This is an optimization exercise on Yosys and OpenROAD, whose aim is small area, not a production implementation.
Where RTL was checked, it was by simulation tests only, not by an equivalence proof against the original.
Power is estimated from default activity; no workload was simulated. The flow treats the clock pin as an ideal source, which a real chip does not have.

// ia_loader_top
module ia_loader_top (
    input  wire         clk,
    input  wire         rst_n,
    input  wire         init_cfg,
    output wire         load_ia_req,
    input  wire         load_ia_granted,
    input  wire         send_ia_trigger,
    input  wire [31:0]  k,
    input  wire [31:0]  n,
    input  wire [31:0]  m,
    input  wire [31:0]  lhs_zp,
    input  wire [31:0]  lhs_row_stride_b,
    input  wire [31:0]  lhs_base,
    input  wire         use_16bits,
    output wire         icb_cmd_valid,
    input  wire         icb_cmd_ready,
    output wire         icb_cmd_read,
    output wire [31:0]  icb_cmd_addr,
    output wire [3:0]   icb_cmd_len,
    input  wire         icb_rsp_valid,
    output wire         icb_rsp_ready,
    input  wire [31:0]  icb_rsp_rdata,
    input  wire         icb_rsp_err,
    output wire         ia_sending_done,
    output wire         ia_row_valid,
    output wire         ia_is_init_data,
    output wire         ia_calc_done,
    output wire [255:0] ia_out_flat,
    output wire         ia_data_valid
);
    ia_loader #(
        .DATA_WIDTH(16),
        .SIZE(16),
        .BUS_WIDTH(32),
        .REG_WIDTH(32)
    ) u_ia_loader (
        .clk              (clk),
        .rst_n            (rst_n),
  ...
Size in the first run: about 4300 flip-flops, about 150000 µm² of cells after synthesis.
Settings: LEC_CHECK=0, CAP_MARGIN=20, CELL_PAD_IN_SITES_DETAIL_PLACEMENT=2, CELL_PAD_IN_SITES_GLOBAL_PLACEMENT=2, CORE_MARGIN=2, CORE_UTILIZATION=60, PLACE_DENSITY=0.7, SLEW_MARGIN=20; clock period 12.0 ns.
run.sh (not shown) runs the stock make flow with config.mk's settings and CLKGATE_MAP_FILE= SYNTH_SCRIPT=/design/flow/synth_recipe.tcl, a recipe that flattens the netlist after the stock synthesis.
The first run ended with an error in detailed placement (3_5_place_dp) with DPL-0033.
==> next run, changes <==
- CORE_UTILIZATION: 60 -> 25
- PLACE_DENSITY: 0.7 -> 0.45
What happened:
- With this change the flow went through all stages and came out clean
- synthesized cell count does not change
- area after synthesis stays the same

---

Setup of the previous run:
Another version of the RTL of ia_loader_top (not shown whole).
Size: about 530 I/O pins, roughly 140000 um^2 of cells after synthesis.
Settings: LEC_CHECK=0, CAP_MARGIN=10, CELL_PAD_IN_SITES_DETAIL_PLACEMENT=1, CELL_PAD_IN_SITES_GLOBAL_PLACEMENT=1, CORE_MARGIN=2, CORE_UTILIZATION=45, PLACE_DENSITY=0.6, SLEW_MARGIN=10; clock period 12.0 ns.
standard.sh (not shown) runs the stock make flow with config.mk's settings and CLKGATE_MAP_FILE= SYNTH_SCRIPT=/design/flow/synth_recipe.tcl, a recipe that flattens the netlist after the stock synthesis.
==> flow/flow/run.sh <==
#!/bin/bash
# The standard layout (standard.sh), with two changes:
#  - clock tree synthesis inserts no dummy loads and builds larger sink
#    clusters (fewer, fuller leaf buffers);
#  - port buffers use the smallest buffer cell.
# make's output goes to standard.log; each ORFS step logs under orfs/logs.
export CTS_ARGS="-sink_clustering_enable -repair_clock_nets -dont_use_dummy_load -sink_clustering_size 40 -sink_clustering_max_diameter 50"
export BUFFER_PORTS_ARGS="-buffer_cell sky130_fd_sc_hd__buf_1"
bash standard.sh finish > standard.log 2>&1
The previous run completed every stage of the flow, and the final layout passed the timing, design-rule and antenna checks.
Changes in the current run relative to the previous run:
diff --git a/flow/flow/run.sh b/flow/flow/run.sh
--- a/flow/flow/run.sh
+++ b/flow/flow/run.sh
@@ -6,3 +6,3 @@
 # make's output goes to standard.log; each ORFS step logs under orfs/logs.
-export CTS_ARGS="-sink_clustering_enable -repair_clock_nets -dont_use_dummy_load -sink_clustering_size 40 -sink_clustering_max_diameter 50"
+export CTS_ARGS="-sink_clustering_enable -repair_clock_nets -dont_use_dummy_load -sink_clustering_size 30 -sink_clustering_max_diameter 80"
 export BUFFER_PORTS_ARGS="-buffer_cell sky130_fd_sc_hd__buf_1"
==> flow/config.mk <==
export PLATFORM = sky130hd
export DESIGN_NAME = ia_loader_top
export DESIGN_NICKNAME = ia_loader_top
export VERILOG_FILES = /design/flow/design.v
export SDC_FILE = /design/flow/constraint.sdc
export NUM_CORES = 4
export LEC_CHECK = 0
export CAP_MARGIN = 20
export CELL_PAD_IN_SITES_DETAIL_PLACEMENT = 2
export CELL_PAD_IN_SITES_GLOBAL_PLACEMENT = 2
export CORE_MARGIN = 2
export CORE_UTILIZATION = 25
export PLACE_DENSITY = 0.45
export SLEW_MARGIN = 20
Notes after the runs:
In the current run, the post-layout total power came out 6.2% below the value in the previous run.
Finished layout cell area was lower in the previous run than in the current run.
When the final numbers for the current run and the previous run were put side by side, the clock-buffer cell count turned out to be greater in the previous run.
Reported for the current run and the previous run, number of max-slew violations in the final report turned out identical to the last digit.
The current run — vias after detailed routing 0.77% higher, the previous run as reference

---

Setup of P:
Another version of the RTL of ia_loader_top (not shown whole).
For scale: roughly 6,200 cells after synthesis, roughly 0.14 mm2 of cells after synthesis.
clock: 12.0 ns
lec_check: 0
cap_margin: 20
cell_pad_in_sites_detail_placement: 2
cell_pad_in_sites_global_placement: 2
core_margin: 2
core_utilization: 25
cts_cluster_diameter: 80
cts_cluster_size: 30
place_density: 0.45
slew_margin: 20
run.sh (not shown) runs the stock make flow with config.mk's settings and CLKGATE_MAP_FILE= SYNTH_SCRIPT=/design/flow/synth_recipe.tcl, a recipe that flattens the netlist after the stock synthesis.
Stock flow here: none of the scripts above is used.
Modified inputs, Q compared to P
- CELL_PAD_IN_SITES_GLOBAL_PLACEMENT now 1, was 2
- CORE_UTILIZATION now 45, was 25
- CTS_CLUSTER_DIAMETER now 60, was 80
- PLACE_DENSITY now 0.6, was 0.45
- CELL_PAD_IN_SITES_DETAIL_PLACEMENT now 1, was 2
Findings:
Re first-pass GRT wire length: Q is 91,000 um down on P. Diff Q and P: slew at the pin closest to its max-slew limit lower in P. Of the two candidates, P has the worse maximum frequency from static timing analysis and Q the better one. On layout buffering overhead excluding clock cells, P tracks Q almost exactly. NOTE: routing usage on met2 in Q exceeds that of P. Fraction of area in clock buffers and inverters in Q vs P: up 0.56 points. Q against P: first-iteration DRC count climbed 15%, routing usage on met1 climbed 8.5 points, area of the die dropped 44%.
No run of this note included a check of the RTL's function; only the layout flow was run.

---

Another version of the RTL of ia_loader_top (not shown whole).
For scale: ~530 I/O pins.
export LEC_CHECK = 0
export CAP_MARGIN = 10
export CELL_PAD_IN_SITES_DETAIL_PLACEMENT = 1
export CELL_PAD_IN_SITES_GLOBAL_PLACEMENT = 1
export CORE_MARGIN = 2
export CORE_UTILIZATION = 55
export PLACE_DENSITY = 0.7
export SLEW_MARGIN = 10
create_clock -name core_clock -period 12.0 [get_ports {clk}]
standard.sh (not shown) runs the stock make flow with config.mk's settings and CLKGATE_MAP_FILE= SYNTH_SCRIPT=/design/flow/synth_recipe.tcl, a recipe that flattens the netlist after the stock synthesis.
==> flow/flow/run.sh <==
#!/bin/bash
# The standard layout (standard.sh), with two changes:
#  - clock tree synthesis inserts no dummy loads and builds larger sink
#    clusters (fewer, fuller leaf buffers);
#  - port buffers use the smallest buffer cell.
# make's output goes to standard.log; each ORFS step logs under orfs/logs.
export CTS_ARGS="-sink_clustering_enable -repair_clock_nets -dont_use_dummy_load -sink_clustering_size 33 -sink_clustering_max_diameter 80"
export BUFFER_PORTS_ARGS="-buffer_cell sky130_fd_sc_hd__buf_1"
bash standard.sh finish > standard.log 2>&1
Change:
==> flow/flow/run.sh (replaced) <==
#!/bin/bash
# The standard layout (standard.sh), with two changes:
#  - clock tree synthesis inserts no dummy loads and builds larger sink
#    clusters (fewer, fuller leaf buffers);
#  - port buffers use the smallest buffer cell.
# make's output goes to standard.log; each ORFS step logs under orfs/logs.
export CTS_ARGS="-sink_clustering_enable -repair_clock_nets -dont_use_dummy_load -sink_clustering_size 30 -sink_clustering_max_diameter 80 -tree_buf sky130_fd_sc_hd__clkbuf_4"
export BUFFER_PORTS_ARGS="-buffer_cell sky130_fd_sc_hd__buf_1"
bash standard.sh finish > standard.log 2>&1
Result: The new run went through all stages and came out clean. Die area stays the same. Power is about the same. Final area barely changes. Register-to-register slack got worse by 20 ps. Worst hold slack degrades by 110 ps. Flip-flop and latch count stays the same. Via count is about the same. Core utilization is about the same. Non-clock buffer count does not change. Wire length hardly moves.

---

Another version of the RTL of ia_loader_top (not shown whole).
For scale: ~5600 cells after synthesis, about 4300 flip-flops, about 530 I/O pins, about 140000 um2 of cells after synthesis.
==> flow/config.mk <==
export PLATFORM = sky130hd
export DESIGN_NAME = ia_loader_top
export DESIGN_NICKNAME = ia_loader_top
export VERILOG_FILES = /design/flow/design.v
export SDC_FILE = /design/flow/constraint.sdc
export NUM_CORES = 4
export LEC_CHECK = 0
export CAP_MARGIN = 5
export CELL_PAD_IN_SITES_DETAIL_PLACEMENT = 1
export CELL_PAD_IN_SITES_GLOBAL_PLACEMENT = 1
export CORE_MARGIN = 2
export CORE_UTILIZATION = 65
export PLACE_DENSITY = 0.8
export SLEW_MARGIN = 5
==> flow/constraint.sdc <==
create_clock -name core_clock -period 12.0 [get_ports {clk}]
set_input_delay 2.4000 -clock core_clock [delete_from_list [all_inputs] [get_ports {clk}]]
set_output_delay 2.4000 -clock core_clock [all_outputs]
set_load 0.01 [all_outputs]
==> flow/flow/run.sh <==
#!/bin/bash
# The standard layout (standard.sh), with two changes:
#  - clock tree synthesis inserts no dummy loads, builds larger sink
#    clusters (fewer, fuller leaf buffers) and uses a smaller buffer for
#    the levels above the leaves;
#  - port buffers use the smallest buffer cell.
# make's output goes to standard.log; each ORFS step logs under orfs/logs.
export CTS_ARGS="-sink_clustering_enable -repair_clock_nets -dont_use_dummy_load -sink_clustering_size 30 -sink_clustering_max_diameter 80 -tree_buf sky130_fd_sc_hd__clkbuf_4"
export BUFFER_PORTS_ARGS="-buffer_cell sky130_fd_sc_hd__buf_1"
bash standard.sh finish > standard.log 2>&1
The starting point passed the timing, design-rule and antenna checks.
Rerun with:
==> flow/flow/run.sh (replaced) <==
#!/bin/bash
# The standard layout (standard.sh), with two changes:
#  - clock tree synthesis inserts no dummy loads and builds larger sink
#    clusters (fewer, fuller leaf buffers);
#  - port buffers use the smallest buffer cell.
# make's output goes to standard.log; each ORFS step logs under orfs/logs.
export CTS_ARGS="-sink_clustering_enable -repair_clock_nets -dont_use_dummy_load -sink_clustering_size 30 -sink_clustering_max_diameter 100"
export BUFFER_PORTS_ARGS="-buffer_cell sky130_fd_sc_hd__buf_1"
bash standard.sh finish > standard.log 2>&1
Setup slack gets worse by 0.25 ns.
Total power rises slightly.
Die area stays the same.
Global-route usage rises by 0.21 points.
Combinational power stays flat.
Count of clock-buffer cells in the layout falls by 5.

[re-timing with driven ports]
In the flow no input, the clock included, has a driving cell. The finished layouts below were timed again as built, in two steps. Step 1 (the two cells are an assumption about what drives the block):
set clk [get_ports {clk}]
set_driving_cell -lib_cell sky130_fd_sc_hd__clkbuf_16 $clk
set_driving_cell -lib_cell sky130_fd_sc_hd__buf_2 [delete_from_list [all_inputs] $clk]
Step 2 adds t to the input delays and takes it off the output delays; t is the mean of the earliest and latest rising clock arrival at the registers after step 1. Input paths then give back, and output paths get back, about the clock's delay inside the block. a / b / c = ideal ports / drivers / drivers and shift; a / b = the first two.
| run | shift t [ns] | slack for setup (ns) | worst setup path at the end | clock arrival spread, ns | worst register clock-pin slew, ns |
|---|---|---|---|---|---|
| the second run of note 1 | 1.100 | 3.714 / 3.591 / 4.691 | register to output | 0.157 / 0.156 | 0.07 / 0.07 |
| the previous run | 1.000 | 4.556 / 4.556 / 4.556 | register to register | 0.129 / 0.129 | 0.09 / 0.09 |
| the current run | 1.042 | 4.333 / 4.333 / 4.333 | register to register | 0.165 / 0.165 | 0.12 / 0.12 |
| P | 1.080 | 4.824 / 4.800 / 4.824 | register to register | 0.122 / 0.122 | 0.12 / 0.12 |
| Q | 0.986 | 5.155 / 5.057 / 4.800 | input to register | 0.061 / 0.061 | 0.10 / 0.10 |
| the first run of note 4 | 0.891 | 2.514 / 2.553 / 1.662 | input to register | 0.125 / 0.125 | 0.12 / 0.12 |
| the second run of note 4 | 1.051 | 2.702 / 2.763 / 1.712 | input to register | 0.230 / 0.230 | 0.12 / 0.12 |
| the first run of note 5 | 1.069 | 1.835 / 1.801 / 0.732 | input to register | 0.175 / 0.175 | 0.12 / 0.12 |
| the second run of note 5 | 0.943 | 1.581 / 1.588 / 0.645 | input to register | 0.082 / 0.082 | 0.12 / 0.12 |
After both steps every run listed still meets setup and hold. The setup slack of the first run of note 5, which loses most, moves by -0.034 ns with the drivers and by -1.103 ns with both steps.
